From an optimization exercise on the open Yosys and OpenROAD flow, aimed at small area; shortcuts taken in it are not production practice. The RTL was checked by simulation tests, not by an equivalence proof against the original design. No activity file was given, so power comes from the tool's default toggle rates.

`flow/standard.sh`:
```
#!/bin/bash
# synth_recipe.tcl (not shown) runs the flow's synth.tcl, then flattens the netlist and writes it again
# the make line also repeats each setting of config.mk as NAME=value (left out here)
make -C /OpenROAD-flow-scripts/flow DESIGN_CONFIG=/design/flow/config.mk WORK_HOME=/design/flow/orfs CLKGATE_MAP_FILE= SYNTH_SCRIPT=/design/flow/synth_recipe.tcl "${@:-finish}"
```
`flow/flow/run.sh`:
```
#!/bin/bash
# The standard layout (standard.sh: standard synthesis, floorplan, place,
# CTS, route, finish) with two arguments changed: the port buffers are buf_1
# cells, and clock tree synthesis uses clkbuf_8 buffers, sink clusters of at
# most 20 flip-flops within 60 um, and no dummy loads. make's full output goes
# to make_finish.log; ORFS keeps each step's own log under orfs/logs/.
set -euo pipefail
bash standard.sh \
  "BUFFER_PORTS_ARGS=-buffer_cell sky130_fd_sc_hd__buf_1" \
  "CTS_ARGS=-sink_clustering_enable -repair_clock_nets -dont_use_dummy_load -buf_list sky130_fd_sc_hd__clkbuf_8 -sink_clustering_size 24 -sink_clustering_max_diameter 50" \
  finish > make_finish.log 2>&1
```
`flow/design.v`:
```
`timescale 1ns / 1ps
module CurrentSensor(input clk1,
input rst,
input KS_Circuit_out,
input KS_Circuit_outer,
	input btn,
	input indusensor,
	input indie,
	input turner,
	input superturner,
	input indusoff,
   output IN_1,
	output IN_2,
	output IN_3,
	output IN_4,
	output reg rotation,
	output reg tune
	);
	reg  temp_IN1;
	reg  temp_IN2;
	reg  temp_IN3;
	reg  temp_IN4;
	reg  [15:0] x;
	reg  flag;
	reg  jaja;
	reg  [17:0] jeje;
	reg  flaga;
	reg  figi;
	reg  [9:0] counter;
	reg  [15:0] conte;
	localparam [15:0] X_0 = 16'h0001, X_50000 = 16'h7b11;
	localparam [17:0] J_0 = 18'h00001, J_1 = 18'h00002, J_250000 = 18'h16385;
	localparam [9:0]  C_0 = 10'h001, C_1000 = 10'h3ac;
	localparam [15:0] K_0 = 16'h0001, K_45000 = 16'h38c2;
	wire [15:0] x_inc     = {x[14:0], x[15]^x[14]^x[12]^x[3]};
	wire [17:0] jeje_inc  = {jeje[16:0], jeje[17]^jeje[10]};
	wire [9:0]  cnt_inc   = {counter[8:0], counter[9]^counter[6]};
	wire [15:0] conte_inc = {conte[14:0], conte[15]^conte[14]^conte[12]^conte[3]};
  assign IN_2=temp_IN2;
  assign IN_1=temp_IN1;
  assign IN_3=temp_IN3;
  assign IN_4=temp_IN4;
always @ (posedge clk1)
if (rst) begin
	x<=X_0;
	flag<=0;
	flaga<=0;
	jaja<=0;
	jeje<=J_0;
	figi<=0;
	temp_IN1<=0;
	temp_IN2<=0;
	temp_IN3<=0;
	temp_IN4<=1;
	conte<=K_0;
	rotation<=0;
	tune<=0;
	counter<=C_0;
end else begin
	if (!KS_Circuit_out && !KS_Circuit_outer)
		flag<=0;
	else if (conte==K_45000) begin
		flag<=1;
		conte<=K_0;
	end else begin
		flag<=0;
		conte<=conte_inc;
	end
	if (!indusensor && !indie)
		figi<=0;
	else if (counter==C_1000) begin
		counter<=C_0;
		figi<=!indusoff;
	end else begin
		figi<=0;
		counter<=cnt_inc;
	end
	if (figi) begin
		jaja<=1;
		jeje<=J_1;
	end else if (!jaja)
		jeje<=J_0;
	if (!jaja) begin
		if (flag) begin
			if (x!=X_50000) begin
				temp_IN1<=1;
				temp_IN2<=1;
				temp_IN4<=1;
				temp_IN3<=1;
				x<=x_inc;
				flag<=1;
			end
		end else begin
			x<=X_0;
			if (!turner) begin
				temp_IN1<=1;
				temp_IN2<=0;
				temp_IN4<=1;
				temp_IN3<=0;
				tune<=0;
			end else if (!superturner) begin
				temp_IN1<=0;
				temp_IN2<=1;
				temp_IN4<=1;
				temp_IN3<=0;
			end else begin
				temp_IN1<=1;
				temp_IN2<=0;
				temp_IN4<=0;
				temp_IN3<=1;
			end
		end
	end else begin
		if (jeje==J_1)
			flaga<=1;
		else if (jeje==J_250000)
			flaga<=0;
		if (flaga) begin
			temp_IN1<=1;
			temp_IN2<=1;
			temp_IN4<=1;
			temp_IN3<=1;
			jeje<=jeje_inc;
		end else begin
			flaga<=1;
			jeje<=J_1;
		end
	end
	if (btn) begin
		jaja<=0;
		jeje<=J_0;
		tune<=1;
		rotation<=1;
	end else
		rotation<=0;
end
endmodule
`timescale 1ns / 1ps
module Frequency_Counter(
	input clk4,
	input rst,
	input freq,
	input freq1,
	input ang_a,
	input [4:0] ang_j,
	input rotation,
	output LED1,
	output LED2,
	output LED3,
	output LED4,
	output LED5,
	output LED6,
	output LED7,
	output LED8,
	output RED,
	output BLUE,
	output GREEN,
	output PWMout_L,
	output PWMout_R,
	output reg holder,
	output reg lock_a,
	output reg [4:0] lock_j,
	output reg turner,
	output reg superturner,
	output reg indusoff
	);
	reg tempLED1, tempLED2, tempLED3, tempLED4;
	reg tempLED5, tempLED6, tempLED7, tempLED8;
	reg currentvalue;
	reg prevalue;
	reg [15:0] count;
	reg flag;
	reg [2:0] count9, count10, count11, count12;
	reg [2:0] count99, count100, count110, count120;
	reg currentvalue1;
	reg prevalue1;
	reg [15:0] count1;
	reg flag1;
	reg [3:0] count9k, count10k, count11k, count12k;
	reg [2:0] count99k, count100k, count110k, count120k;
	reg [3:0] ref_cnt;
	reg [16:0] refer;       
	localparam [16:0] RF_TOP = 17'h00001, RF_0 = 17'h1f979;
	wire [16:0] refer_dec = {refer[15:0], refer[16]^refer[13]};
	reg [1:0] wsel;
	reg tempPWM_L;
	reg tempPWM_R;
	reg [15:0] counter;
	reg flaga;
	reg [5:0] dly_q;        
	reg [12:0] dly_r;       
	reg stopfreq;
	reg stopfreq1;
	reg [5:0] timer;
	reg speedo;
	reg [2:0] countRED;
	reg [2:0] countBLUE;
	reg [2:0] countGREEN;
	reg tempRED;
	reg tempBLUE;
	reg tempGREEN;
	reg [17:0] countLED;    
	localparam [17:0] CL_TOP = 18'h00001, CL_0 = 18'h16385;
	wire [17:0] countLED_dec = {countLED[16:0], countLED[17]^countLED[10]};
	reg [8:0] spot;
	assign LED1=tempLED1;
	assign LED2=tempLED2;
	assign LED3=tempLED3;
	assign LED4=tempLED4;
	assign LED5=tempLED5;
	assign LED6=tempLED6;
	assign LED7=tempLED7;
	assign LED8=tempLED8;
	assign PWMout_L=tempPWM_L;
	assign PWMout_R=tempPWM_R;
	assign RED=tempRED;
	assign GREEN=tempGREEN;
	assign BLUE=tempBLUE;
	localparam [5:0] T_0=0, T_11111=2, T_22222=4, T_33333=6, T_44444=8, T_55556=11, T_66667=13, T_77778=15, T_88889=17, T_90000=18, T_95000=19, T_100000=20, T_110000=22, T_120000=24, T_130000=26, T_140000=28, T_150000=30, T_160000=32, T_180000=36;
	reg rlt;
	always @* begin
		case (timer)
			T_11111: rlt = (dly_r < 13'd1111);
			T_22222: rlt = (dly_r < 13'd2222);
			T_33333: rlt = (dly_r < 13'd3333);
			T_44444: rlt = (dly_r < 13'd4444);
			T_55556: rlt = (dly_r < 13'd556);
			T_66667: rlt = (dly_r < 13'd1667);
			T_77778: rlt = (dly_r < 13'd2778);
			T_88889: rlt = (dly_r < 13'd3889);
			default: rlt = 1'b0;
		endcase
	end
	wire run = (dly_q < timer) || (dly_q == timer && rlt);
	reg [4:0] cls;
	always @* begin
		if (ang_a) begin
			if (ang_j>=5'd3 && ang_j<=5'd21) cls = ang_j - 5'd3;
			else cls = 5'd31;
		end else begin
			if (ang_j<=5'd3) cls = 5'd0;
			else if (ang_j==5'd13) cls = 5'd9;
			else if (ang_j==5'd22) cls = 5'd18;
			else cls = 5'd31;
		end
	end
	reg [5:0] t1, t0;
	always @* begin
		case (cls)
			5'd0:  begin t1=T_90000;  t0=T_100000; end
			5'd1:  begin t1=T_90000;  t0=T_88889;  end
			5'd2:  begin t1=T_90000;  t0=T_77778;  end
			5'd3:  begin t1=T_120000; t0=T_66667;  end
			5'd4:  begin t1=T_130000; t0=T_55556;  end
			5'd5:  begin t1=T_140000; t0=T_44444;  end
			5'd6:  begin t1=T_150000; t0=T_33333;  end
			5'd7:  begin t1=T_160000; t0=T_22222;  end
			5'd8:  begin t1=T_180000; t0=T_11111;  end
			5'd9:  begin t1=T_180000; t0=T_90000;  end
			5'd10: begin t1=T_140000; t0=T_11111;  end
			5'd11: begin t1=T_130000; t0=T_22222;  end
			5'd12: begin t1=T_120000; t0=T_33333;  end
			5'd13: begin t1=T_110000; t0=T_44444;  end
			5'd14: begin t1=T_100000; t0=T_55556;  end
			5'd15: begin t1=T_95000;  t0=T_66667;  end
			5'd16: begin t1=T_90000;  t0=T_77778;  end
			5'd17: begin t1=T_90000;  t0=T_88889;  end
			default: begin t1=T_90000; t0=T_100000; end
		endcase
	end
	wire twoway = (cls<=5'd2) || (cls>=5'd16 && cls<=5'd18);
	wire hit1 = run && (timer==t1);
	wire hit0 = run && (timer==t0);
	wire act = tempLED5 | tempLED6 | tempLED7 | tempLED8 | flaga;
	always @ (posedge clk4)
	if (rst) begin
		wsel<=0;
		tempPWM_L<=0;
		tempPWM_R<=0;
		tempLED1<=0;
		tempLED2<=0;
		tempLED3<=0;
		tempLED4<=0;
		tempLED5<=0;
		tempLED6<=0;
		tempLED7<=0;
		tempLED8<=0;
		currentvalue<=0;
		prevalue<=0;
		count<=0;
		flag<=1;
		flaga<=0;
		ref_cnt<=0;
		refer<=RF_0;
		count9<=0;
		count10<=0;
		count11<=0;
		count12<=0;
		count99<=0;
		count100<=0;
		count110<=0;
		count120<=0;
		currentvalue1<=0;
		prevalue1<=0;
		count1<=0;
		flag1<=1;
		count9k<=0;
		count10k<=0;
		count11k<=0;
		count12k<=0;
		count99k<=0;
		count100k<=0;
		count110k<=0;
		count120k<=0;
		begin dly_q<=0; dly_r<=0; end
		counter<=0;
		stopfreq<=0;
		stopfreq1<=0;
		lock_a<=0;
		lock_j<=0;
		speedo<=0;
		timer<=T_0;
		countRED<=0;
		countBLUE<=0;
		countGREEN<=0;
		countLED<=CL_0;
		tempRED<=0;
		tempGREEN<=0;
		tempBLUE<=0;
		spot<=0;
		holder<=0;
		turner<=0;
		superturner<=0;
		indusoff<=0;
	end else begin
		currentvalue <= freq & ~stopfreq;
		if (freq1)
			currentvalue1 <= ~stopfreq1;
		else if (!freq)
			currentvalue1 <= 0;
		prevalue <= currentvalue;
		flag <= ~(prevalue & ~currentvalue);
		if (!flag) begin
			count <= 0;
			if (count>16'd5559) begin
				{tempLED1,tempLED2,tempLED3,tempLED4} <= 4'b0000;
			end else if (count>16'd5552) begin
				{tempLED1,tempLED2,tempLED3,tempLED4} <= 4'b1000;
				count9<=count9+1'b1;
			end else if (count>16'd5003) begin
				{tempLED1,tempLED2,tempLED3,tempLED4} <= 4'b0000;
			end else if (count>16'd4998) begin
				{tempLED1,tempLED2,tempLED3,tempLED4} <= 4'b1100;
				count10<=count10+1'b1;
			end else if (count>16'd4548) begin
				{tempLED1,tempLED2,tempLED3,tempLED4} <= 4'b0000;
			end else if (count>16'd4543) begin
				{tempLED1,tempLED2,tempLED3,tempLED4} <= 4'b1110;
				count11<=count11+1'b1;
			end else if (count>16'd4168) begin
				{tempLED1,tempLED2,tempLED3,tempLED4} <= 4'b0000;
			end else if (count>16'd3845) begin
				{tempLED1,tempLED2,tempLED3,tempLED4} <= 4'b1111;
				count12<=count12+1'b1;
			end else begin
				{tempLED1,tempLED2,tempLED3,tempLED4} <= 4'b0000;
			end
		end else
			count <= count+1'b1;
		if (count9==3'd4) begin
			count99<=count99+1'b1;
			count9<=0;
			ref_cnt<=ref_cnt+1'b1;
		end else if (count10==3'd4) begin
			count100<=count100+1'b1;
			count10<=0;
			ref_cnt<=ref_cnt+1'b1;
		end else if (count11==3'd4) begin
			count110<=count110+1'b1;
			count11<=0;
			ref_cnt<=ref_cnt+1'b1;
		end else if (count12==3'd4) begin
			count120<=count120+1'b1;
			count12<=0;
			ref_cnt<=ref_cnt+1'b1;
		end
		if (ref_cnt==4'd5) begin
			refer<=RF_TOP;
			ref_cnt<=0;
		end
		if (refer!=RF_0) begin
			refer<=refer_dec;
			if ((count99>count100)&&(count99>count110)&&(count99>count120)) begin
				tempLED5<=1;
				speedo<=0;
				countBLUE<=countBLUE+1'b1;
				spot<=spot+1'b1;
			end else if ((count100>count99)&&(count100>count110)&&(count100>count120)) begin
				tempLED6<=1;
				speedo<=0;
				countRED<=countRED+1'b1;
				spot<=spot+1'b1;
			end else if ((count110>count99)&&(count110>count100)&&(count110>count120)) begin
				tempLED7<=1;
				speedo<=0;
				countGREEN<=countGREEN+1'b1;
				spot<=spot+1'b1;
			end else if ((count120>count99)&&(count120>count110)&&(count120>count100)) begin
				tempLED8<=1;
				speedo<=0;
			end else if ((count99k>count100k)&&(count99k>count110k)&&(count99k>count120k)) begin
				speedo<=1;
				tempLED5<=1;
			end else if ((count100k>count99k)&&(count100k>count110k)&&(count100k>count120k)) begin
				tempLED6<=1;
				speedo<=1;
			end else if ((count110k>count99k)&&(count110k>count100k)&&(count110k>count120k)) begin
				tempLED7<=1;
				speedo<=1;
			end else if ((count120k>count99k)&&(count120k>count110k)&&(count120k>count100k)) begin
				tempLED8<=1;
				speedo<=1;
			end
		end else begin
			count99<=0;
			count100<=0;
			count110<=0;
			count120<=0;
			count99k<=0;
			count100k<=0;
			count110k<=0;
			count120k<=0;
			tempLED5<=0;
			tempLED6<=0;
			tempLED7<=0;
			tempLED8<=0;
		end
		prevalue1 <= currentvalue1;
		flag1 <= ~(prevalue1 & ~currentvalue1);
		if (!currentvalue1 && !prevalue1)
			count1 <= 0;
		if (!flag1) begin
			if (count1>16'd5559) begin
				{tempLED1,tempLED2,tempLED3,tempLED4} <= 4'b0000;
				count <= 0;
			end else if (count1>16'd5552) begin
				{tempLED1,tempLED2,tempLED3,tempLED4} <= 4'b1000;
				count1<=0;
				count9k<=count9k+1'b1;
			end else if (count1>16'd5003) begin
				{tempLED1,tempLED2,tempLED3,tempLED4} <= 4'b0000;
				count1<=0;
			end else if (count1>16'd4998) begin
				{tempLED1,tempLED2,tempLED3,tempLED4} <= 4'b1100;
				count1<=0;
				count10k<=count10k+1'b1;
			end else if (count1>16'd4548) begin
				{tempLED1,tempLED2,tempLED3,tempLED4} <= 4'b0000;
				count1<=0;
			end else if (count1>16'd4543) begin
				{tempLED1,tempLED2,tempLED3,tempLED4} <= 4'b1110;
				count1<=0;
				count11k<=count11k+1'b1;
			end else if (count1>16'd4168) begin
				{tempLED1,tempLED2,tempLED3,tempLED4} <= 4'b0000;
				count1<=0;
			end else if (count1>16'd3845) begin
				{tempLED1,tempLED2,tempLED3,tempLED4} <= 4'b1111;
				count1<=0;
				count12k<=count12k+1'b1;
			end else begin
				{tempLED1,tempLED2,tempLED3,tempLED4} <= 4'b0000;
				count1<=0;
			end
		end else
			count1 <= count1+1'b1;
		if (count9k==4'd10) begin
			count99k<=count99k+1'b1;
			count9k<=0;
			ref_cnt<=ref_cnt+1'b1;
		end else if (count10k==4'd10) begin
			count100k<=count100k+1'b1;
			count10k<=0;
			ref_cnt<=ref_cnt+1'b1;
		end else if (count11k==4'd10) begin
			count110k<=count110k+1'b1;
			count11k<=0;
			ref_cnt<=ref_cnt+1'b1;
		end else if (count12k==4'd10) begin
			count120k<=count120k+1'b1;
			count12k<=0;
			ref_cnt<=ref_cnt+1'b1;
		end
		if (rotation) begin
			tempLED5<=1;
			speedo<=1;
			begin dly_q<=0; dly_r<=0; end
		end
		flaga<=act;
		holder<=act;
		stopfreq<=act;
		stopfreq1<=act;
		counter<=counter+1'b1;
		case (wsel)
			2'd1: begin tempPWM_L <= counter<16'd50000; tempPWM_R <= counter<16'd63000; end
			2'd2: begin tempPWM_L <= counter<16'd63000; tempPWM_R <= counter<16'd50000; end
			2'd3: begin tempPWM_L <= counter<16'd36000; tempPWM_R <= counter<16'd36000; end
			default: begin tempPWM_L <= 0; tempPWM_R <= 0; end
		endcase
		if (flaga) begin
			if (cls!=5'd31) begin
				timer <= speedo ? t1 : t0;
				if (!run) begin
					begin dly_q<=0; dly_r<=0; end
					flaga<=0;
					stopfreq<=0;
					stopfreq1<=0;
					turner<=0;
					superturner<=0;
					if (cls==5'd9) begin
						holder<=0;
						indusoff<=0;
					end else begin
						holder<=1;
						lock_a<=1;
						lock_j<=5'd12;
					end
				end else if (!twoway && cls!=5'd9) begin
					begin if (dly_r==13'd4999) begin dly_q<=dly_q+1'b1; dly_r<=0; end else begin dly_q<=dly_q; dly_r<=dly_r+1'b1; end end
					flaga<=1;
					holder<=1;
					stopfreq<=1;
					stopfreq1<=1;
					lock_a<=ang_a;
					lock_j<=ang_j;
					turner<=1;
					if (cls<=5'd8) begin
						wsel<=2'd2;
						superturner<=1;
					end else begin
						wsel<=2'd1;
						superturner<=0;
					end
				end else if (hit1 || hit0) begin
					begin if (dly_r==13'd4999) begin dly_q<=dly_q+1'b1; dly_r<=0; end else begin dly_q<=dly_q; dly_r<=dly_r+1'b1; end end
					flaga<=1;
					holder<=1;
					stopfreq1<=1;
					lock_a<=ang_a;
					lock_j<=ang_j;
					stopfreq<=1;
					case (cls)
						5'd9: if (hit1) begin
							wsel<=2'd1; turner<=1; superturner<=1; indusoff<=1;
						end else begin
							wsel<=2'd3; turner<=0; superturner<=0; stopfreq<=0;
						end
						5'd16: if (hit1) begin
							wsel<=2'd2; turner<=1; superturner<=1;
						end else begin
							wsel<=2'd1; turner<=1; superturner<=0;
						end
						5'd17: if (hit1) begin
							wsel<=2'd2; turner<=1; superturner<=0;
						end else begin
							wsel<=2'd1; turner<=1; superturner<=1;
						end
						5'd18: if (hit1) begin
							wsel<=2'd2;
						end else begin
							wsel<=2'd1; turner<=1; superturner<=0;
						end
						default: if (hit1) begin    
							wsel<=2'd1; turner<=1; superturner<=0;
						end else begin
							wsel<=2'd2; turner<=1; superturner<=1;
						end
					endcase
				end
			end
		end else begin
			holder<=0;
			wsel<=0;
			turner<=0;
			superturner<=0;
		end
		if (spot==9'd100)
			countLED<=CL_TOP;
		if (countLED!=CL_0) begin
			countLED<=countLED_dec;
			if ((countRED>countGREEN)&&(countRED>countBLUE)) begin
				tempRED<=1;
				tempGREEN<=0;
				tempBLUE<=0;
			end else if ((countBLUE>countRED)&&(countBLUE>countGREEN)) begin
				tempRED<=0;
				tempGREEN<=0;
				tempBLUE<=1;
			end else if ((countGREEN>countRED)&&(countGREEN>countBLUE)) begin
				tempRED<=0;
				tempGREEN<=1;
				tempBLUE<=0;
			end
		end else if (count==0) begin
			tempRED<=0;
			tempGREEN<=0;
			tempBLUE<=0;
			countRED<=0;
			countGREEN<=0;
			countBLUE<=0;
			spot<=0;
		end
	end
endmodule
`timescale 1ns / 1ps
module Servo_Motor_PWM(
input clk3,
input rst,
input holder,
input tune,
input lock_a,
input [4:0] lock_j,
output PWM_servo,
output reg ang_a,
output reg [4:0] ang_j
	 );
	reg [7:0] cnt_m;    
	reg [12:0] cnt_r;   
	reg r_lo;
	reg PWM;
	reg [14:0] val;     
	localparam [12:0] R_0 = 13'h0001, R_406 = 13'h0bb3, R_5665 = 13'h0eec, R_5777 = 13'h128d;
	localparam [14:0] V_0 = 15'h0001, V_30000 = 15'h2fd5;
	wire [12:0] r_inc = {cnt_r[11:0], cnt_r[12]^cnt_r[3]^cnt_r[2]^cnt_r[0]};
	wire [14:0] v_inc = {val[13:0], val[14]^val[13]};
	reg flag;
	assign PWM_servo = PWM;
	always @ (posedge clk3)
	if (rst) begin
		ang_a<=1;
		ang_j<=5'd3;
		val<=V_0;
		flag<=1;
		cnt_m<=0;
		cnt_r<=R_0;
		r_lo<=1;
		PWM<=0;
	end else begin
		if (cnt_m==8'd173 && cnt_r==R_406) begin
			cnt_m<=0;
			cnt_r<=R_0;
			r_lo<=1;
		end else if (cnt_r==R_5777) begin
			cnt_m<=cnt_m+1'b1;
			cnt_r<=R_0;
			r_lo<=1;
		end else begin
			cnt_r<=r_inc;
			if (cnt_r==R_5665)
				r_lo<=0;
		end
		if (ang_a ? (ang_j==5'd21) : (ang_j==5'd22))
			flag<=0;
		else if (ang_a ? (ang_j==5'd3) : (ang_j<=5'd3))
			flag<=1;
		if (holder || tune || val==V_30000)
			val<=V_0;
		else
			val<=v_inc;
		if (tune) begin
			ang_a<=1;
			ang_j<=5'd12;
		end else if (holder) begin
			ang_a<=lock_a;
			ang_j<=lock_j;
		end else if (val==V_30000) begin
			if (flag)
				ang_j<=ang_j+1'b1;
			else begin
				ang_a<=1;
				ang_j<=5'd3;
			end
		end
		PWM <= (cnt_m < {3'b000, ang_j}) ||
		       (ang_a && cnt_m == {3'b000, ang_j} && r_lo);
	end
endmodule
`timescale 1ns / 1ps
module Motor(
	input clk,
	input rst,
	input KS_Circuit_out1,
	input KS_Circuit_out2,
	input btn3,
	input freq1,
	input freq,
	input indus,
	input indie,
	output PWM_out_L,
	output PWM_out_R,
	output GREEN,
	output RED,
	output BLUE,
	output IN1,
	output IN2,
	output IN3,
	output IN4,
	output servo,
	output LD1,
	output LD2,
	output LD3,
	output LD4,
	output LD5,
	output LD6,
	output LD7,
	output LD8
	);
wire ang_a;
wire [4:0] ang_j;
wire hold;
wire lock_a;
wire [4:0] lock_j;
wire turner;
wire superturner;
wire rotation;
wire indusoff;
wire tune;
CurrentSensor inst(.clk1(clk), .rst(rst), .KS_Circuit_out(KS_Circuit_out1), .KS_Circuit_outer(KS_Circuit_out2), .btn(btn3), .indusensor(indus), .indie(indie), .turner(turner), .superturner(superturner), .indusoff(indusoff), .IN_1(IN1), .IN_2(IN2), .IN_3(IN3), .IN_4(IN4), .rotation(rotation), .tune(tune));
Servo_Motor_PWM inst2(.clk3(clk), .rst(rst), .holder(hold), .tune(tune), .lock_a(lock_a), .lock_j(lock_j), .PWM_servo(servo), .ang_a(ang_a), .ang_j(ang_j));
Frequency_Counter inst3(.clk4(clk), .rst(rst), .freq(freq), .freq1(freq1), .ang_a(ang_a), .ang_j(ang_j), .rotation(rotation), .LED1(LD1), .LED2(LD2), .LED3(LD3), .LED4(LD4), .LED5(LD5), .LED6(LD6), .LED7(LD7), .LED8(LD8), .RED(RED), .BLUE(BLUE), .GREEN(GREEN), .PWMout_L(PWM_out_L), .PWMout_R(PWM_out_R), .holder(hold), .lock_a(lock_a), .lock_j(lock_j), .turner(turner), .superturner(superturner), .indusoff(indusoff));
endmodule
```
`flow/config.mk`:
```
export PLATFORM = sky130hd
export DESIGN_NAME = Motor
export DESIGN_NICKNAME = Motor
export VERILOG_FILES = /design/flow/design.v
export SDC_FILE = /design/flow/constraint.sdc
export NUM_CORES = 4
export LEC_CHECK = 0
export CAP_MARGIN = 20
export CORE_MARGIN = 2
export CORE_UTILIZATION = 40
export SLEW_MARGIN = 20
```
`flow/constraint.sdc`:
```
create_clock -name core_clock -period 10.0 [get_ports {clk}]
set_input_delay 2.0000 -clock core_clock [delete_from_list [all_inputs] [get_ports {clk}]]
set_output_delay 2.0000 -clock core_clock [all_outputs]
set_load 0.01 [all_outputs]
```
==> results of run 1 <==
through the flow:
stage / hold WS, ps / utilization (%)
floorplan: 343 / -
global placement: 383 / 41.7
detailed placement: 387 / 41.7
CTS: 348 / 43.0
global route: 352 / 43.0
finish: 343 / 43.0
synthesized netlist by cell type (7+ instances only):
master    instances
nor3_1           69
nand4_1          40
a211oi_1         23
a31oi_1          20
dfxtp_1         331
o21ai_0          74
nor4b_1          14
nor4_1           26
nor2_1          235
a21o_1           25
and2_1           36
and3_1           54
nor4bb_1          7
nand3_1          85
or2_2            11
inv_1            96
xnor2_1          53
a22oi_1          20
clkbuf_1         91
nor2b_1          31
a311oi_1          8
xor2_1           43
ha_1            115
nand2_1         205
a21oi_1         130
o21a_1            9
nand3b_1         14
mux2i_1          27
or3_1            16
or4_1            11
nand2b_1         25
worst max-delay path, stage by stage (launching register included):
cell      delay [ps]
dfxtp_1          490
ha_1             460
or4_4            510
o21ai_1          210
a211oi_1          90
or2_2            420
inv_1            190
ha_1             440
a21oi_1           80
o32ai_1          300
a22oi_1          180
xnor2_1          350
nand4_4          260
o21a_1           530
or4_1            570
a31oi_1          160
cell type report:
cell class / instances / area [sq um] / share of cell area [%]
tap: 585 / 732 / 3.93
sequential: 331 / 6630 / 35.5
multi-input combinational: 1580 / 10200 / 54.7
timing repair buffer: 38 / 191 / 1.03
clock buffer: 39 / 537 / 2.88
inverter: 98 / 368 / 1.97
cell usage in the layout, fill, tap and decap left out, types with 25 or more instances in the layout:
cell type  instances
clkbuf_8          39
and3_1            54
dfxtp_1          331
buf_1             25
mux2i_1           27
nor2_1           234
nor3_1            68
nor2b_1           31
nand2b_1          25
nor4_1            25
ha_1             115
o21ai_0           74
nand3_1           85
and2_1            36
nand4_1           40
inv_1             96
a21oi_1          130
xnor2_1           53
a21o_1            25
xor2_1            43
nand2_1          205
power groups by stage:
stage	clock [mW]	sequential [mW]	combinational (mW)
5_1_grt	0.881	1.40	0.514
3_5_place_dp	0	1.43	0.463
6_report	0.792	1.40	0.471
4_1_cts	0.834	1.40	0.465
2_1_floorplan	0	1.40	0.379
3_3_place_gp	0	1.42	0.463
final timing paths:
kind / end / slack [ps] / cells past startpoint
max: inst3.dly_q[2]$_SDFF_PP0_ / 4630 / 15
min: inst3.currentvalue$_SDFF_PP0_ / 340 / 1
max reg2reg: inst3.dly_q[2]$_SDFF_PP0_ / 4630 / 15
min reg2reg: inst3.currentvalue$_SDFF_PP0_ / 340 / 1
sequential cells by signal, indices dropped and copies added (netlist names), 4 cells and up:
signal	flops
inst3.count	16
inst3.counter	16
inst3.count10k	4
inst3.count12k	4
inst3.refer	17
inst3.ref_cnt	4
inst3.lock_j	5
inst3.timer	6
inst.counter	10
inst3.count9k	4
inst3.spot	9
inst3.count1	16
inst3.dly_q	6
inst3.count11k	4
inst.conte	16
inst3.dly_r	13
inst2.ang_j	5
inst.x	16
inst.jeje	18
inst2.cnt_m	8
inst3.countLED	18
inst2.cnt_r	13
inst2.val	15
metal layers:
metal	vias up	GRT usage, %
li1	7409	-
met1	7040	24.8
met2	264	29.0
met3	70	2.89
met4	0	5.30
met5	-	0
cells by family (layout without fill, tap and decap cells):
| group | Yosys count | in the layout | share of synthesized area [%] |
|---|---|---|---|
| AND/OR/NAND/NOR | 916 | 916 | 26.5 |
| AO/OA/AOI/OAI | 420 | 420 | 16.3 |
| flip-flops | 331 | 331 | 37.5 |
| buffers and inverters | 209 | 175 | 4.78 |
| adder cells (fa/ha/maj) | 115 | 115 | 8.15 |
| XOR/XNOR | 96 | 96 | 4.76 |
| multiplexers | 33 | 33 | 1.93 |
==> report_table.html, run 1 <==
<table>
<tr><th>Metric</th><th>Value</th></tr>
<tr><th colspan="2">Die</th></tr>
<tr><td>Die outline width</td><td>214 microns</td></tr>
<tr><td>Core Footprint</td><td>~0.043 sq mm</td></tr>
<tr><td>Effective utilization at floorplan</td><td>between 40% and 50%</td></tr>
<tr><td>Top-level I/O count</td><td>27</td></tr>
<tr><td>Vert. Die Dim</td><td>between 200 and 250 microns</td></tr>
<tr><td>Die area</td><td>0.0458 sq mm</td></tr>
<tr><td>Std cell rows</td><td>between 70 and 80</td></tr>
<tr><th colspan="2">Global routing</th></tr>
<tr><td>Largest net degree at the start of global routing</td><td>62</td></tr>
<tr><td>Overall Global Routing Usage</td><td>18.0%</td></tr>
<tr><td>Number of global-route vias before repair</td><td>14.1k</td></tr>
<tr><td>Total congestion overflow after global routing</td><td>0</td></tr>
<tr><td>Initial antenna violation count</td><td>0</td></tr>
<tr><td>Wire length of the first global-routing pass</td><td>70400 microns</td></tr>
<tr><th colspan="2">STA</th></tr>
<tr><td>Final-report setup violation count</td><td>0</td></tr>
<tr><td>Worst Setup Slack, final</td><td>4630 ps</td></tr>
<tr><td>Hold violation count in the final report</td><td>0</td></tr>
<tr><td>Achievable Freq</td><td>186 MHz</td></tr>
<tr><td>Unrepaired setup endpoints after global routing</td><td>no</td></tr>
<tr><td>Slew margin rel.</td><td>around 30%</td></tr>
<tr><td>Number of max-slew violations in the final report</td><td>0</td></tr>
<tr><td>Min cycle time layout</td><td>5370 ps</td></tr>
<tr><td>Final Skew</td><td>86.7 ps</td></tr>
<tr><td>Post-Route Setup TNS</td><td>0 ps</td></tr>
<tr><td>Share of the clock period used by the worst path</td><td>53.7%</td></tr>
<tr><td>Least-Margin Pin Slew</td><td>1040 ps</td></tr>
<tr><th colspan="2">Logic synthesis</th></tr>
<tr><td>Asr flop ratio synth</td><td>0%</td></tr>
<tr><td>Mapped Avg Cell Area</td><td>8.33 sq um</td></tr>
<tr><td>Sequential cell area fraction in the yosys report</td><td>37.5%</td></tr>
<tr><td>Ranking of synthesized cells by area</td><td>dfxtp_1 38%, ha_1 8.2%, nor2_1 5.0%, nand2_1 4.4%, a21oi_1 3.7%</td></tr>
<tr><td>Number of standard cells after synthesis</td><td>approximately 2.1k</td></tr>
<tr><td>Ys flop type</td><td>dfxtp_1</td></tr>
<tr><td>Number of enable flip-flop cells after synthesis</td><td>0</td></tr>
<tr><td>Flops &amp; latches, synth</td><td>331</td></tr>
<tr><td>Post-synth top area cell</td><td>dfxtp_1</td></tr>
<tr><td>Synthesized cell area</td><td>0.0177 sq mm</td></tr>
<tr><td>Post-Synthesis Net Count</td><td>2244</td></tr>
<tr><td>Yosys warning count</td><td>3</td></tr>
<tr><td>Number of unique standard cell types used by synthesis</td><td>103</td></tr>
<tr><td>Post-synth top area share</td><td>37.5%</td></tr>
<tr><th colspan="2">Drt</th></tr>
<tr><td>Total wire length after detailed routing</td><td>41600 microns</td></tr>
<tr><td>Top routing layer used</td><td>met4</td></tr>
<tr><td>Number of DRC markers after the initial detailed-route iteration</td><td>roughly 950</td></tr>
<tr><td>Avg WL per Cell</td><td>15.6 microns</td></tr>
<tr><td>Via-per-instance ratio</td><td>5.53</td></tr>
<tr><td>DR vias</td><td>14.8k</td></tr>
<tr><td>Remaining routing DRC violations</td><td>0</td></tr>
<tr><td>Number of nets still failing antenna checks after routing</td><td>0</td></tr>
<tr><td>Routed length on met1</td><td>20100 microns</td></tr>
<tr><td>Met2 wirelength from detailed routing</td><td>18800 microns</td></tr>
<tr><td>Initial DRT Pass Iterations</td><td>5</td></tr>
<tr><td>Routed length on met3</td><td>1690 microns</td></tr>
<tr><th colspan="2">Power and ir drop</th></tr>
<tr><td>Worst voltage drop across the vdd grid</td><td>88.9 uV</td></tr>
<tr><td>Share of total power in sequential cells</td><td>52.5%</td></tr>
<tr><td>Net switching power</td><td>approximately 0.80 mW</td></tr>
<tr><td>Internal Dissipation</td><td>1.86 mW</td></tr>
<tr><td>Total power consumption of the routed design</td><td>2.66 mW</td></tr>
<tr><td>Leakage power summed over all cells</td><td>slightly below 7 nW</td></tr>
<tr><td>Total power divided by cell area</td><td>143 mW/mm^2</td></tr>
<tr><td>Comb pwr share</td><td>between 10% and 20%</td></tr>
<tr><td>Switching part of the total power</td><td>~30%</td></tr>
<tr><td>Clock network power share</td><td>between 20% and 30%</td></tr>
<tr><th colspan="2">Setup path</th></tr>
<tr><td>Endpoint required time on the critical path</td><td>between 10000 and 15000 ps</td></tr>
<tr><td>Critical path peak fanout</td><td>21</td></tr>
<tr><td>Setup crit end kind</td><td>flip-flop</td></tr>
<tr><td>Crit path launch type</td><td>flip-flop</td></tr>
<tr><td>Timing startpoint of the critical path</td><td>inst2.ang_j[0]$_SDFFE_PP1P_</td></tr>
<tr><td>Endpoint arrival time on the critical path</td><td>5840 ps</td></tr>
<tr><td>Critical path class</td><td>reg -&gt; reg</td></tr>
<tr><td>Start of the worst register-to-register path</td><td>inst2.ang_j[0]$_SDFFE_PP1P_</td></tr>
<tr><th colspan="2">Clock network</th></tr>
<tr><td>Hold buffer count at CTS</td><td>0</td></tr>
<tr><td>Post-CTS setup repair buffer count</td><td>0</td></tr>
<tr><td>Library cell used as clock root buffer</td><td>clkbuf_8</td></tr>
<tr><td>Deepest level of the CTS H-tree</td><td>2</td></tr>
<tr><td>Num CTS Buffers</td><td>39</td></tr>
<tr><td>Largest buffer count on any clock path</td><td>3</td></tr>
<tr><td>Clock insertion delay at the later pin of the skew report</td><td>630 ps</td></tr>
<tr><td>Total number of clock tree sinks</td><td>between 300 and 400</td></tr>
<tr><td>CTS clock-pin slew for the worst setup and hold paths</td><td>70 ps</td></tr>
<tr><td>Post-CTS sizing</td><td>0</td></tr>
<tr><td>CTS tree</td><td>built</td></tr>
<tr><th colspan="2">Cells and area</th></tr>
<tr><td>Fraction of final layout cells with drive strength greater than 1</td><td>4.94%</td></tr>
<tr><td>Final net count</td><td>2212</td></tr>
<tr><td>Final design area excluding fillers</td><td>0.0186 sq mm</td></tr>
<tr><td>Area growth syn-to-layout</td><td>5.65%</td></tr>
<tr><td>Layout fillers</td><td>4396</td></tr>
<tr><td>Finished Layout Cells</td><td>2671</td></tr>
<tr><td>Ant diodes</td><td>0</td></tr>
<tr><th colspan="2">Placed design</th></tr>
<tr><td>Port buffer count</td><td>26</td></tr>
<tr><td>Cell count after placement</td><td>2632</td></tr>
<tr><td>Cell area after placement</td><td>0.0181 sq mm</td></tr>
<tr><td>Worst Setup Slack post-DPL</td><td>4730 ps</td></tr>
<tr><td>Post-DP HPWL</td><td>29700 microns</td></tr>
<tr><td>Final weighted congestion in routability-driven placement</td><td>0.884</td></tr>
<tr><th colspan="2">Job</th></tr>
<tr><td>Max-Cap Viols</td><td>0</td></tr>
<tr><th colspan="2">Status</th></tr>
<tr><td>Result of the run</td><td>timing/DRC/antenna clean</td></tr>
<tr><th colspan="2">Worst hold path</th></tr>
<tr><td>Min-Delay Startpoint</td><td>inst3.stopfreq$_SDFF_PP0_</td></tr>
<tr><td>Classification of the worst-slack hold path</td><td>reg -&gt; reg</td></tr>
</table>
==> inputs of run 2 (changes only) <==
--- a/flow/flow/run.sh
+++ b/flow/flow/run.sh
@@ -9,3 +9,3 @@
   "BUFFER_PORTS_ARGS=-buffer_cell sky130_fd_sc_hd__buf_1" \
-  "CTS_ARGS=-sink_clustering_enable -repair_clock_nets -dont_use_dummy_load -buf_list sky130_fd_sc_hd__clkbuf_8 -sink_clustering_size 24 -sink_clustering_max_diameter 50" \
+  "CTS_ARGS=-sink_clustering_enable -repair_clock_nets -dont_use_dummy_load -buf_list sky130_fd_sc_hd__clkbuf_4 -sink_clustering_size 8 -sink_clustering_max_diameter 40" \
   finish > make_finish.log 2>&1
==> report_table.html, run 2 <==
<table>
<tr><th>Metric</th><th>Value</th></tr>
<tr><th colspan="2">Status</th></tr>
<tr><td>Result of the run</td><td>timing/DRC/antenna clean</td></tr>
<tr><th colspan="2">Logic synthesis</th></tr>
<tr><td>Post-synth top area share</td><td>37.5% (unchanged)</td></tr>
<tr><td>Post-synth top area cell</td><td>dfxtp_1</td></tr>
<tr><td>Post-Synthesis Net Count</td><td>2244 (unchanged)</td></tr>
<tr><td>Asr flop ratio synth</td><td>0% (unchanged)</td></tr>
<tr><td>Sequential cell area fraction in the yosys report</td><td>37.5% (unchanged)</td></tr>
<tr><td>Synthesized cell area</td><td>0.0177 sq mm (unchanged)</td></tr>
<tr><td>Flops &amp; latches, synth</td><td>331 (unchanged)</td></tr>
<tr><td>Number of enable flip-flop cells after synthesis</td><td>0 (unchanged)</td></tr>
<tr><td>Number of standard cells after synthesis</td><td>2120 (unchanged)</td></tr>
<tr><td>Most common library cells after synthesis</td><td>331 x dfxtp_1, 235 x nor2_1, 205 x nand2_1</td></tr>
<tr><td>Ys flop type</td><td>dfxtp_1</td></tr>
<tr><td>Most frequent cell after synthesis</td><td>dfxtp_1</td></tr>
<tr><td>Yosys warning count</td><td>3 (unchanged)</td></tr>
<tr><td>Ranking of synthesized cells by area</td><td>dfxtp_1 38%, ha_1 8.2%, nor2_1 5.0%, nand2_1 4.4%, a21oi_1 3.7%</td></tr>
<tr><td>Number of unique standard cell types used by synthesis</td><td>103 (unchanged)</td></tr>
<tr><td>Mapped Avg Cell Area</td><td>8.33 sq um (unchanged)</td></tr>
<tr><th colspan="2">Setup path</th></tr>
<tr><td>Setup crit end kind</td><td>flip-flop</td></tr>
<tr><td>Peak per-stage delay on the critical path</td><td>570 ps (about the same)</td></tr>
<tr><td>Endpoint required time on the critical path</td><td>10660 ps (+190 ps)</td></tr>
<tr><td>Family with the most delay on the worst path</td><td>simple AND/OR/NAND/NOR gates</td></tr>
<tr><td>Worst path cell trace</td><td>ha_1, or4_4, o21ai_1, a211oi_1, or2_2, inv_1, ha_1, a21oi_1, o32ai_1, a22oi_1, xnor2_1, nand4_4, o21a_1, or4_1, a31oi_1</td></tr>
<tr><td>Critical path peak fanout</td><td>21 (unchanged)</td></tr>
<tr><td>Endpoint arrival time on the critical path</td><td>6040 ps (+200 ps)</td></tr>
<tr><td>Crit path launch type</td><td>flip-flop</td></tr>
<tr><td>Highest-delay cell along the critical path</td><td>or4_1</td></tr>
<tr><td>Cell occurring most often along the worst timing path</td><td>ha_1</td></tr>
<tr><td>Critical path class</td><td>reg -&gt; reg</td></tr>
<tr><td>Critical path buffer and inverter count</td><td>1 (unchanged)</td></tr>
<tr><th colspan="2">Placed design</th></tr>
<tr><td>Cell count after placement</td><td>2632 (unchanged)</td></tr>
<tr><td>Post-DP HPWL</td><td>29700 microns (unchanged)</td></tr>
<tr><td>Port buffer count</td><td>26 (unchanged)</td></tr>
<tr><td>Final weighted congestion in routability-driven placement</td><td>0.884 (unchanged)</td></tr>
<tr><th colspan="2">Drt</th></tr>
<tr><td>Number of nets still failing antenna checks after routing</td><td>0 (unchanged)</td></tr>
<tr><td>Avg WL per Cell</td><td>15.6 microns (+0.11%)</td></tr>
<tr><td>Initial DRT Pass Iterations</td><td>5 (unchanged)</td></tr>
<tr><td>Number of DRC markers after the initial detailed-route iteration</td><td>893 (-5.9%)</td></tr>
<tr><td>Total wire length after detailed routing</td><td>42000 microns (+0.89%)</td></tr>
<tr><td>Via-per-instance ratio</td><td>5.54 (+0.11%)</td></tr>
<tr><td>DR vias</td><td>14.9k (+0.89%)</td></tr>
<tr><td>Remaining routing DRC violations</td><td>0 (unchanged)</td></tr>
<tr><th colspan="2">STA</th></tr>
<tr><td>Share of the clock period used by the worst path</td><td>53.7% (+0.087 points)</td></tr>
<tr><td>Final Skew</td><td>83.3 ps (-3.48 ps)</td></tr>
<tr><td>Final-report setup violation count</td><td>0 (unchanged)</td></tr>
<tr><td>Least-Margin Pin Slew</td><td>1050 ps (+6.30 ps)</td></tr>
<tr><td>Hold violation count in the final report</td><td>0 (unchanged)</td></tr>
<tr><td>Unrepaired setup endpoints after global routing</td><td>no</td></tr>
<tr><td>Min cycle time layout</td><td>5370 ps (+8.72 ps)</td></tr>
<tr><td>Number of max-slew violations in the final report</td><td>0 (unchanged)</td></tr>
<tr><td>Slew margin rel.</td><td>29.8% (-0.42 points)</td></tr>
<tr><td>Post-Route Setup TNS</td><td>0 ps (unchanged)</td></tr>
<tr><td>Achievable Freq</td><td>186 MHz (-0.16%)</td></tr>
<tr><th colspan="2">Clock network</th></tr>
<tr><td>Post-CTS sizing</td><td>0 (unchanged)</td></tr>
<tr><td>Largest buffer count on any clock path</td><td>3 (unchanged)</td></tr>
<tr><td>Clock insertion delay at the later pin of the skew report</td><td>800 ps (+170 ps)</td></tr>
<tr><td>Total number of clock tree sinks</td><td>331 (unchanged)</td></tr>
<tr><td>CTS tree</td><td>built</td></tr>
<tr><td>Num CTS Buffers</td><td>58 (+49%)</td></tr>
<tr><td>CTS clock-pin slew for the worst setup and hold paths</td><td>90 ps (+20 ps)</td></tr>
<tr><td>Hold buffer count at CTS</td><td>0 (unchanged)</td></tr>
<tr><td>Post-CTS setup repair buffer count</td><td>0 (unchanged)</td></tr>
<tr><td>Library cell used as clock root buffer</td><td>clkbuf_4</td></tr>
<tr><td>Deepest level of the CTS H-tree</td><td>2 (unchanged)</td></tr>
<tr><th colspan="2">Power and ir drop</th></tr>
<tr><td>Total power divided by cell area</td><td>139 mW/mm^2 (-2.5%)</td></tr>
<tr><td>Worst voltage drop across the vdd grid</td><td>69.8 uV (-21%)</td></tr>
<tr><td>Leakage power summed over all cells</td><td>6.92 nW (-0.20%)</td></tr>
<tr><th colspan="2">Cells and area</th></tr>
<tr><td>Most common library cell in the layout ignoring fill and taps</td><td>dfxtp_1</td></tr>
<tr><td>Fraction of final layout cells with drive strength greater than 1</td><td>5.80% (+0.86 points)</td></tr>
<tr><td>Final net count</td><td>2231 (+0.86%)</td></tr>
<tr><td>Area growth syn-to-layout</td><td>5.10%</td></tr>
<tr><td>Total area of multi-input combinational cells</td><td>0.0102 sq mm (unchanged)</td></tr>
<tr><td>Most used cells in the layout excluding fill and tap cells</td><td>331 x dfxtp_1, 234 x nor2_1, 205 x nand2_1</td></tr>
<tr><td>Footprint of the flip-flops and latches</td><td>0.00663 sq mm (unchanged)</td></tr>
<tr><td>Largest regs</td><td>inst.jeje: 18 flops, inst3.countLED: 18 flops, inst3.refer: 17 flops</td></tr>
<tr><td>Layout fillers</td><td>4411 (+0.34%)</td></tr>
<tr><td>Finished Layout Cells</td><td>2692 (+0.79%)</td></tr>
<tr><th colspan="2">Die</th></tr>
<tr><td>Die outline width</td><td>214 microns (unchanged)</td></tr>
<tr><td>Top-level I/O count</td><td>27 (unchanged)</td></tr>
<tr><td>Effective utilization at floorplan</td><td>40.7% (unchanged)</td></tr>
<tr><td>Vert. Die Dim</td><td>214 microns (unchanged)</td></tr>
<tr><td>Std cell rows</td><td>76 (unchanged)</td></tr>
<tr><td>Core Footprint</td><td>0.0434 sq mm (unchanged)</td></tr>
<tr><td>Die area</td><td>0.0458 sq mm (unchanged)</td></tr>
<tr><th colspan="2">Global routing</th></tr>
<tr><td>Wire length of the first global-routing pass</td><td>70700 microns (+0.41%)</td></tr>
<tr><td>Initial antenna violation count</td><td>2 (+2)</td></tr>
<tr><td>Total congestion overflow after global routing</td><td>0 (unchanged)</td></tr>
<tr><td>Largest net degree at the start of global routing</td><td>62 (unchanged)</td></tr>
<tr><td>Number of global-route vias before repair</td><td>14.2k (+1.1%)</td></tr>
<tr><td>Overall Global Routing Usage</td><td>18.1% (+0.067 points)</td></tr>
<tr><th colspan="2">Job</th></tr>
<tr><td>Max-Cap Viols</td><td>0 (unchanged)</td></tr>
<tr><th colspan="2">Worst hold path</th></tr>
<tr><td>Classification of the worst-slack hold path</td><td>reg -&gt; reg</td></tr>
</table>
==> run 2: worst reg2reg max path: stages (launching register included) <==
cell and delay (ps):
dfxtp_1 490, ha_1 460, or4_4 510, o21ai_1 210, a211oi_1 90, or2_2 420, inv_1 200, ha_1 450
a21oi_1 80, o32ai_1 300, a22oi_1 180, xnor2_1 350, nand4_4 260, o21a_1 530, or4_1 580, a31oi_1 160
==> run 2: cell families after synthesis <==
| kind of cell | share of synthesized area, % |
|---|---|
| AND/OR/NAND/NOR | 26.5 |
| buffers and inverters | 4.78 |
| flip-flops | 37.5 |
| AO/OA/AOI/OAI | 16.3 |
| adder cells (fa/ha/maj) | 8.15 |
| XOR/XNOR | 4.76 |
| multiplexers | 1.93 |
==> run 2: metrics by stage <==
step	setup slack [ps]	instance area [sq um]	hold slack, ps	total power, mW	utilization [%]
finish	4630	18600	350	2.58	42.8
global route	4340	18600	386	2.72	42.8
CTS	4700	18500	370	2.61	42.7
detailed placement	4730	18100	387	1.89	41.7
global placement	4850	18100	383	1.89	41.7
floorplan	5930	17700	343	1.78	-
==> run 2: routing by layer <==
metal | part of all wire [%] | GRT usage, %
met5 | 0 | 0
met4 | 2.2 | 5.21
met3 | 4.7 | 3.40
met2 | 45 | 29.1
met1 | 48 | 24.6
==> run 2: where the power goes <==
group	switching, mW	total (mW)	internal [mW]
Clock	0.449	0.712	0.263
Combinational	0.308	0.472	0.164
Sequential	0.0463	1.40	1.35
==> run 2: worst paths after layout <==
kind / from / endpoint / slack, ps / depth (start not counted)
max: inst2.ang_j[0]$_SDFFE_PP1P_ / inst3.dly_q[2]$_SDFF_PP0_ / 4630 / 15
max reg2reg: inst2.ang_j[0]$_SDFFE_PP1P_ / inst3.dly_q[2]$_SDFF_PP0_ / 4630 / 15
min reg2reg: inst3.stopfreq$_SDFF_PP0_ / inst3.currentvalue$_SDFF_PP0_ / 350 / 1
min: inst3.stopfreq$_SDFF_PP0_ / inst3.currentvalue$_SDFF_PP0_ / 350 / 1
==> run 2: final cells by class <==
type	count	share of cell area, %
multi-input cells	1580	54.9
flip-flops and latches	331	35.7
diodes	2	0.0270
clock buffers	58	2.35
inverters	98	1.98
repair buffers	38	1.03
well taps	585	3.95
==> inputs of run 3 (changes only) <==
--- a/flow/design.v
+++ b/flow/design.v
@@ -179,3 +179,3 @@
 	reg [3:0] count9k, count10k, count11k, count12k;
-	reg [2:0] count99k, count100k, count110k, count120k;
+	reg [1:0] count99k, count100k, count110k, count120k;
 	reg [3:0] ref_cnt;
@@ -192,3 +192,2 @@
 	reg stopfreq;
-	reg stopfreq1;
 	reg [5:0] timer;
@@ -274,2 +273,23 @@
 	wire act = tempLED5 | tempLED6 | tempLED7 | tempLED8 | flaga;
+	wire stopfreq1 = flaga;
+	wire valid = cls!=5'd31;
+	wire c9 = cls==5'd9;
+	wire oneway = valid && !twoway && !c9;
+	wire done = flaga && valid && !run;                  
+	wire go = flaga && valid && run && (oneway || hit1 || hit0);   
+	reg [1:0] go_wsel;
+	reg go_turner, go_super;
+	always @* begin
+		go_turner = 1'b1;
+		if (oneway) begin
+			go_wsel = (cls<=5'd8) ? 2'd2 : 2'd1;
+			go_super = cls<=5'd8;
+		end else case (cls)
+			5'd9:  begin go_wsel = hit1 ? 2'd1 : 2'd3; go_turner = hit1; go_super = hit1; end
+			5'd16: begin go_wsel = hit1 ? 2'd2 : 2'd1; go_super = hit1; end
+			5'd17: begin go_wsel = hit1 ? 2'd2 : 2'd1; go_super = ~hit1; end
+			5'd18: begin go_wsel = hit1 ? 2'd2 : 2'd1; go_super = 1'b0; end
+			default: begin go_wsel = hit1 ? 2'd1 : 2'd2; go_super = ~hit1; end   
+		endcase
+	end
 	always @ (posedge clk4)
@@ -317,3 +337,2 @@
 		stopfreq<=0;
-		stopfreq1<=0;
 		lock_a<=0;
@@ -496,8 +515,3 @@
 			speedo<=1;
-			begin dly_q<=0; dly_r<=0; end
 		end
-		flaga<=act;
-		holder<=act;
-		stopfreq<=act;
-		stopfreq1<=act;
 		counter<=counter+1'b1;
@@ -509,75 +523,29 @@
 		endcase
-		if (flaga) begin
-			if (cls!=5'd31) begin
-				timer <= speedo ? t1 : t0;
-				if (!run) begin
-					begin dly_q<=0; dly_r<=0; end
-					flaga<=0;
-					stopfreq<=0;
-					stopfreq1<=0;
-					turner<=0;
-					superturner<=0;
-					if (cls==5'd9) begin
-						holder<=0;
-						indusoff<=0;
-					end else begin
-						holder<=1;
-						lock_a<=1;
-						lock_j<=5'd12;
-					end
-				end else if (!twoway && cls!=5'd9) begin
-					begin if (dly_r==13'd4999) begin dly_q<=dly_q+1'b1; dly_r<=0; end else begin dly_q<=dly_q; dly_r<=dly_r+1'b1; end end
-					flaga<=1;
-					holder<=1;
-					stopfreq<=1;
-					stopfreq1<=1;
-					lock_a<=ang_a;
-					lock_j<=ang_j;
-					turner<=1;
-					if (cls<=5'd8) begin
-						wsel<=2'd2;
-						superturner<=1;
-					end else begin
-						wsel<=2'd1;
-						superturner<=0;
-					end
-				end else if (hit1 || hit0) begin
-					begin if (dly_r==13'd4999) begin dly_q<=dly_q+1'b1; dly_r<=0; end else begin dly_q<=dly_q; dly_r<=dly_r+1'b1; end end
-					flaga<=1;
-					holder<=1;
-					stopfreq1<=1;
-					lock_a<=ang_a;
-					lock_j<=ang_j;
-					stopfreq<=1;
-					case (cls)
-						5'd9: if (hit1) begin
-							wsel<=2'd1; turner<=1; superturner<=1; indusoff<=1;
-						end else begin
-							wsel<=2'd3; turner<=0; superturner<=0; stopfreq<=0;
-						end
-						5'd16: if (hit1) begin
-							wsel<=2'd2; turner<=1; superturner<=1;
-						end else begin
-							wsel<=2'd1; turner<=1; superturner<=0;
-						end
-						5'd17: if (hit1) begin
-							wsel<=2'd2; turner<=1; superturner<=0;
-						end else begin
-							wsel<=2'd1; turner<=1; superturner<=1;
-						end
-						5'd18: if (hit1) begin
-							wsel<=2'd2;
-						end else begin
-							wsel<=2'd1; turner<=1; superturner<=0;
-						end
-						default: if (hit1) begin    
-							wsel<=2'd1; turner<=1; superturner<=0;
-						end else begin
-							wsel<=2'd2; turner<=1; superturner<=1;
-						end
-					endcase
-				end
-			end
-		end else begin
-			holder<=0;
+		flaga <= flaga ? ~done : act;
+		stopfreq <= flaga ? ~(done | (go & c9 & ~hit1)) : act;
+		holder <= flaga & ~(done & c9);
+		if (flaga && valid)
+			timer <= speedo ? t1 : t0;
+		if (go) begin
+			if (dly_r==13'd4999) begin
+				dly_q<=dly_q+1'b1;
+				dly_r<=0;
+			end else
+				dly_r<=dly_r+1'b1;
+		end else if (done || rotation) begin
+			dly_q<=0;
+			dly_r<=0;
+		end
+		if (go) begin
+			lock_a<=ang_a;
+			lock_j<=ang_j;
+		end else if (done && !c9) begin
+			lock_a<=1;
+			lock_j<=5'd12;
+		end
+		if (go && c9 && hit1)
+			indusoff<=1;
+		else if (done && c9)
+			indusoff<=0;
+		if (!flaga) begin
 			wsel<=0;
@@ -585,2 +553,11 @@
 			superturner<=0;
+		end else if (done) begin
+			turner<=0;
+			superturner<=0;
+		end else if (go) begin
+			wsel<=go_wsel;
+			if (!(cls==5'd18 && hit1)) begin
+				turner<=go_turner;
+				superturner<=go_super;
+			end
 		end
--- a/flow/flow/run.sh
+++ b/flow/flow/run.sh
@@ -9,3 +9,3 @@
   "BUFFER_PORTS_ARGS=-buffer_cell sky130_fd_sc_hd__buf_1" \
-  "CTS_ARGS=-sink_clustering_enable -repair_clock_nets -dont_use_dummy_load -buf_list sky130_fd_sc_hd__clkbuf_4 -sink_clustering_size 8 -sink_clustering_max_diameter 40" \
+  "CTS_ARGS=-sink_clustering_enable -repair_clock_nets -dont_use_dummy_load -buf_list sky130_fd_sc_hd__clkbuf_8 -sink_clustering_size 20 -sink_clustering_max_diameter 60" \
   finish > make_finish.log 2>&1
==> report_table.html, run 3 <==
<table>
<tr><th>Metric</th><th>Value</th></tr>
<tr><th colspan="2">Drt</th></tr>
<tr><td>Initial DRT Pass Iterations</td><td>5 (unchanged)</td></tr>
<tr><td>DR vias</td><td>14.0k (-6.2%)</td></tr>
<tr><td>Via-per-instance ratio</td><td>5.48 (-1.1%)</td></tr>
<tr><td>Remaining routing DRC violations</td><td>0 (unchanged)</td></tr>
<tr><td>Number of nets still failing antenna checks after routing</td><td>0 (unchanged)</td></tr>
<tr><td>Avg WL per Cell</td><td>14.8 microns (-4.9%)</td></tr>
<tr><td>Number of DRC markers after the initial detailed-route iteration</td><td>966 (+8.2%)</td></tr>
<tr><td>Total wire length after detailed routing</td><td>37900 microns (-9.8%)</td></tr>
<tr><th colspan="2">STA</th></tr>
<tr><td>Worst Setup Slack, final</td><td>4490 ps (-132 ps)</td></tr>
<tr><td>Number of max-slew violations in the final report</td><td>0 (unchanged)</td></tr>
<tr><td>Slew margin rel.</td><td>28.5% (-1.3 points)</td></tr>
<tr><td>Unrepaired setup endpoints after global routing</td><td>no</td></tr>
<tr><td>Min cycle time layout</td><td>5510 ps (+132 ps)</td></tr>
<tr><td>Share of the clock period used by the worst path</td><td>55.1% (+1.3 points)</td></tr>
<tr><td>Final Skew</td><td>69.4 ps (-13.9 ps)</td></tr>
<tr><td>Post-Route Setup TNS</td><td>0 ps (unchanged)</td></tr>
<tr><td>Final-report setup violation count</td><td>0 (unchanged)</td></tr>
<tr><td>Hold violation count in the final report</td><td>0 (unchanged)</td></tr>
<tr><td>Least-Margin Pin Slew</td><td>1050 ps (-4.15 ps)</td></tr>
<tr><td>Achievable Freq</td><td>182 MHz (-2.4%)</td></tr>
<tr><th colspan="2">Die</th></tr>
<tr><td>Top-level I/O count</td><td>27 (unchanged)</td></tr>
<tr><td>Core Footprint</td><td>0.0419 sq mm (-3.5%)</td></tr>
<tr><td>Effective utilization at floorplan</td><td>40.5% (-0.19 points)</td></tr>
<tr><td>Die area</td><td>0.0441 sq mm (-3.9%)</td></tr>
<tr><td>Std cell rows</td><td>75 (-1.3%)</td></tr>
<tr><td>Vert. Die Dim</td><td>210 microns (-1.9%)</td></tr>
<tr><td>Die outline width</td><td>210 microns (-1.9%)</td></tr>
<tr><th colspan="2">Cells and area</th></tr>
<tr><td>Fraction of final layout cells with drive strength greater than 1</td><td>4.37% (-1.4 points)</td></tr>
<tr><td>Final net count</td><td>2127 (-4.7%)</td></tr>
<tr><td>Layout fillers</td><td>4149 (-5.9%)</td></tr>
<tr><td>Most common library cell in the layout ignoring fill and taps</td><td>dfxtp_1</td></tr>
<tr><td>Largest regs</td><td>inst.jeje: 18 flops, inst3.countLED: 18 flops, inst3.refer: 17 flops</td></tr>
<tr><td>Core occupancy in the finished layout</td><td>42.4% (-0.34 points)</td></tr>
<tr><td>Area growth syn-to-layout</td><td>4.75%</td></tr>
<tr><td>Most used cells in the layout excluding fill and tap cells</td><td>327 x dfxtp_1, 256 x nor2_1, 190 x nand2_1</td></tr>
<tr><td>Finished Layout Cells</td><td>2553 (-5.2%)</td></tr>
<tr><th colspan="2">Placed design</th></tr>
<tr><td>Port buffer count</td><td>26 (unchanged)</td></tr>
<tr><td>Worst Setup Slack post-DPL</td><td>4610 ps (-123 ps)</td></tr>
<tr><td>Final weighted congestion in routability-driven placement</td><td>0.905 (+2.4%)</td></tr>
<tr><td>Cell count after placement</td><td>2521 (-4.2%)</td></tr>
<tr><td>Post-DP HPWL</td><td>27000 microns (-9.0%)</td></tr>
<tr><th colspan="2">Setup path</th></tr>
<tr><td>Endpoint required time on the critical path</td><td>10510 ps (-150 ps)</td></tr>
<tr><td>Critical path peak fanout</td><td>13 (-38%)</td></tr>
<tr><td>Critical path class</td><td>reg -&gt; reg</td></tr>
<tr><td>Highest-delay cell along the critical path</td><td>a21oi_2</td></tr>
<tr><td>Endpoint arrival time on the critical path</td><td>6010 ps (-30 ps)</td></tr>
<tr><td>Setup crit end kind</td><td>flip-flop</td></tr>
<tr><td>Family with the most delay on the worst path</td><td>compound AO/OA/AOI/OAI gates</td></tr>
<tr><td>Crit path launch type</td><td>flip-flop</td></tr>
<tr><td>Flop2flop setup slack</td><td>4490 ps (-130 ps)</td></tr>
<tr><td>Peak per-stage delay on the critical path</td><td>640 ps (+70 ps)</td></tr>
<tr><td>Worst path cell trace</td><td>inv_1, ha_1, o21bai_1, o21ai_1, a21boi_0, a22oi_1, inv_1, ha_1, nand3_1, a211oi_1, or4_1, nor4_1, nand3_1, a21oi_2, or4b_1, o221ai_1</td></tr>
<tr><td>Critical path buffer and inverter count</td><td>2 (+1)</td></tr>
<tr><th colspan="2">Global routing</th></tr>
<tr><td>Initial antenna violation count</td><td>1 (-1)</td></tr>
<tr><td>Number of global-route vias before repair</td><td>13.1k (-7.8%)</td></tr>
<tr><td>Largest net degree at the start of global routing</td><td>58 (-6.5%)</td></tr>
<tr><td>Wire length of the first global-routing pass</td><td>64300 microns (-9.0%)</td></tr>
<tr><td>Total congestion overflow after global routing</td><td>0 (unchanged)</td></tr>
<tr><td>Overall Global Routing Usage</td><td>17.1% (-0.99 points)</td></tr>
<tr><th colspan="2">Clock network</th></tr>
<tr><td>Library cell used as clock root buffer</td><td>clkbuf_8</td></tr>
<tr><td>CTS clock-pin slew for the worst setup and hold paths</td><td>110 ps (+20 ps)</td></tr>
<tr><td>Deepest level of the CTS H-tree</td><td>1 (-1)</td></tr>
<tr><td>Total number of clock tree sinks</td><td>327 (-1.2%)</td></tr>
<tr><td>CTS tree</td><td>built</td></tr>
<tr><td>Largest buffer count on any clock path</td><td>3 (unchanged)</td></tr>
<tr><td>Post-CTS sizing</td><td>0 (unchanged)</td></tr>
<tr><td>Post-CTS setup repair buffer count</td><td>0 (unchanged)</td></tr>
<tr><td>Clock insertion delay at the later pin of the skew report</td><td>630 ps (-170 ps)</td></tr>
<tr><td>Hold buffer count at CTS</td><td>0 (unchanged)</td></tr>
<tr><td>Num CTS Buffers</td><td>30 (-48%)</td></tr>
<tr><th colspan="2">Logic synthesis</th></tr>
<tr><td>Ranking of synthesized cells by area</td><td>dfxtp_1 39%, ha_1 7.6%, nor2_1 5.7%, nand2_1 4.2%, a21oi_1 3.6%</td></tr>
<tr><td>Post-Synthesis Net Count</td><td>2162 (-3.7%)</td></tr>
<tr><td>Number of enable flip-flop cells after synthesis</td><td>0 (unchanged)</td></tr>
<tr><td>Most common library cells after synthesis</td><td>327 x dfxtp_1, 256 x nor2_1, 190 x nand2_1</td></tr>
<tr><td>Ys flop type</td><td>dfxtp_1</td></tr>
<tr><td>Post-synth top area share</td><td>38.6% (+1.1 points)</td></tr>
<tr><td>Asr flop ratio synth</td><td>0% (unchanged)</td></tr>
<tr><td>Sequential cell area fraction in the yosys report</td><td>38.6% (+1.1 points)</td></tr>
<tr><td>Flops &amp; latches, synth</td><td>327 (-1.2%)</td></tr>
<tr><td>Post-synth top area cell</td><td>dfxtp_1</td></tr>
<tr><td>Number of standard cells after synthesis</td><td>2050 (-3.3%)</td></tr>
<tr><td>Mapped Avg Cell Area</td><td>8.27 sq um (-0.65%)</td></tr>
<tr><td>Synthesized cell area</td><td>0.0170 sq mm (-3.9%)</td></tr>
<tr><td>Most frequent cell after synthesis</td><td>dfxtp_1</td></tr>
<tr><td>Number of unique standard cell types used by synthesis</td><td>94 (-8.7%)</td></tr>
<tr><td>Yosys warning count</td><td>3 (unchanged)</td></tr>
<tr><th colspan="2">Power and ir drop</th></tr>
<tr><td>Leakage power summed over all cells</td><td>6.54 nW (-5.5%)</td></tr>
<tr><td>Total power divided by cell area</td><td>133 mW/mm^2 (-4.2%)</td></tr>
<tr><td>Worst voltage drop across the vdd grid</td><td>57.4 uV (-18%)</td></tr>
<tr><th colspan="2">Status</th></tr>
<tr><td>Result of the run</td><td>timing/DRC/antenna clean</td></tr>
<tr><th colspan="2">Worst hold path</th></tr>
<tr><td>Classification of the worst-slack hold path</td><td>reg -&gt; reg</td></tr>
<tr><th colspan="2">Job</th></tr>
<tr><td>Max-Cap Viols</td><td>0 (unchanged)</td></tr>
</table>
## run 3: cell families after synthesis
logic type,synth area share [%]
AND/OR/NAND/NOR,26.1
AO/OA/AOI/OAI,16.0
flip-flops,38.6
buffers and inverters,5.31
adder cells (fa/ha/maj),7.60
XOR/XNOR,5.16
multiplexers,1.20
## run 3: cell type report
| cell class | instances | area, sq um | area share [%] |
|---|---|---|---|
| Sequential cell | 327 | 6550 | 36.9 |
| Clock buffer | 30 | 413 | 2.32 |
| Antenna cell | 1 | 2.50 | 0.0141 |
| Multi-Input combinational cell | 1505 | 9520 | 53.6 |
| Tap cell | 539 | 674 | 3.80 |
| Timing Repair Buffer | 37 | 184 | 1.04 |
| Inverter | 114 | 428 | 2.41 |
## run 3: worst paths after layout
| kind | from | end | cells after the start |
|---|---|---|---|
| worst max-delay path | inst2.ang_j[1]$_SDFFE_PP1P_ | inst3.dly_r[8]$_SDFFE_PP0P_ | 16 |
| worst min-delay path | inst3.stopfreq$_SDFF_PP0_ | inst3.currentvalue$_SDFF_PP0_ | 1 |
| worst max register to register | inst2.ang_j[1]$_SDFFE_PP1P_ | inst3.dly_r[8]$_SDFFE_PP0P_ | 16 |
| worst min register to register | inst3.stopfreq$_SDFF_PP0_ | inst3.currentvalue$_SDFF_PP0_ | 1 |
## run 3: layer usage
metal / part of all wire, % / track usage, %
met5: 0 / 0
met4: 2.0 / 4.70
met3: 3.2 / 1.98
met2: 46 / 28.8
met1: 49 / 23.1
## run 3: through the flow
stage	area [sq um]	power, mW	hold WS, ps
floorplan	17000	1.64	343
global placement	17300	1.71	387
detailed placement	17300	1.71	388
CTS	17700	2.40	402
global route	17800	2.49	433
finish	17800	2.37	400
## run 3: power by group
part,leakage (nW),internal [mW],switching (mW)
combinational,3.67,0.118,0.202
sequential,2.65,1.33,0.0344
clock,0.216,0.266,0.417
total,6.54,1.71,0.653

==> what the ideal ports hide <==
The flow's constraints put no driver on any port. The routed layouts listed below were extracted and timed again, unchanged, in two steps.
Step 1 (the two cells are an assumption about what drives the block):
set clk [get_ports {clk}]
set_driving_cell -lib_cell sky130_fd_sc_hd__clkbuf_16 $clk
set_driving_cell -lib_cell sky130_fd_sc_hd__buf_2 [delete_from_list [all_inputs] $clk]
Step 2 also shifts input and output timing later by t, the mid clock arrival at the registers, as if the neighbouring blocks saw the same clock.
Slacks: ideal / step 1 / step 2; pairs: ideal / step 1.
run	t, ns	slack for setup (ns)	worst hold slack (ns)	latest minus earliest clock arrival (ns)
run 1	0.631	4.634 / 4.634 / 4.634	0.343 / 0.343 / 0.343	0.093 / 0.094
run 2	0.812	4.626 / 4.626 / 4.626	0.350 / 0.350 / 0.350	0.087 / 0.086
run 3	0.647	4.494 / 4.494 / 4.494	0.400 / 0.400 / 0.400	0.072 / 0.072
After both steps every run listed still meets setup and hold.
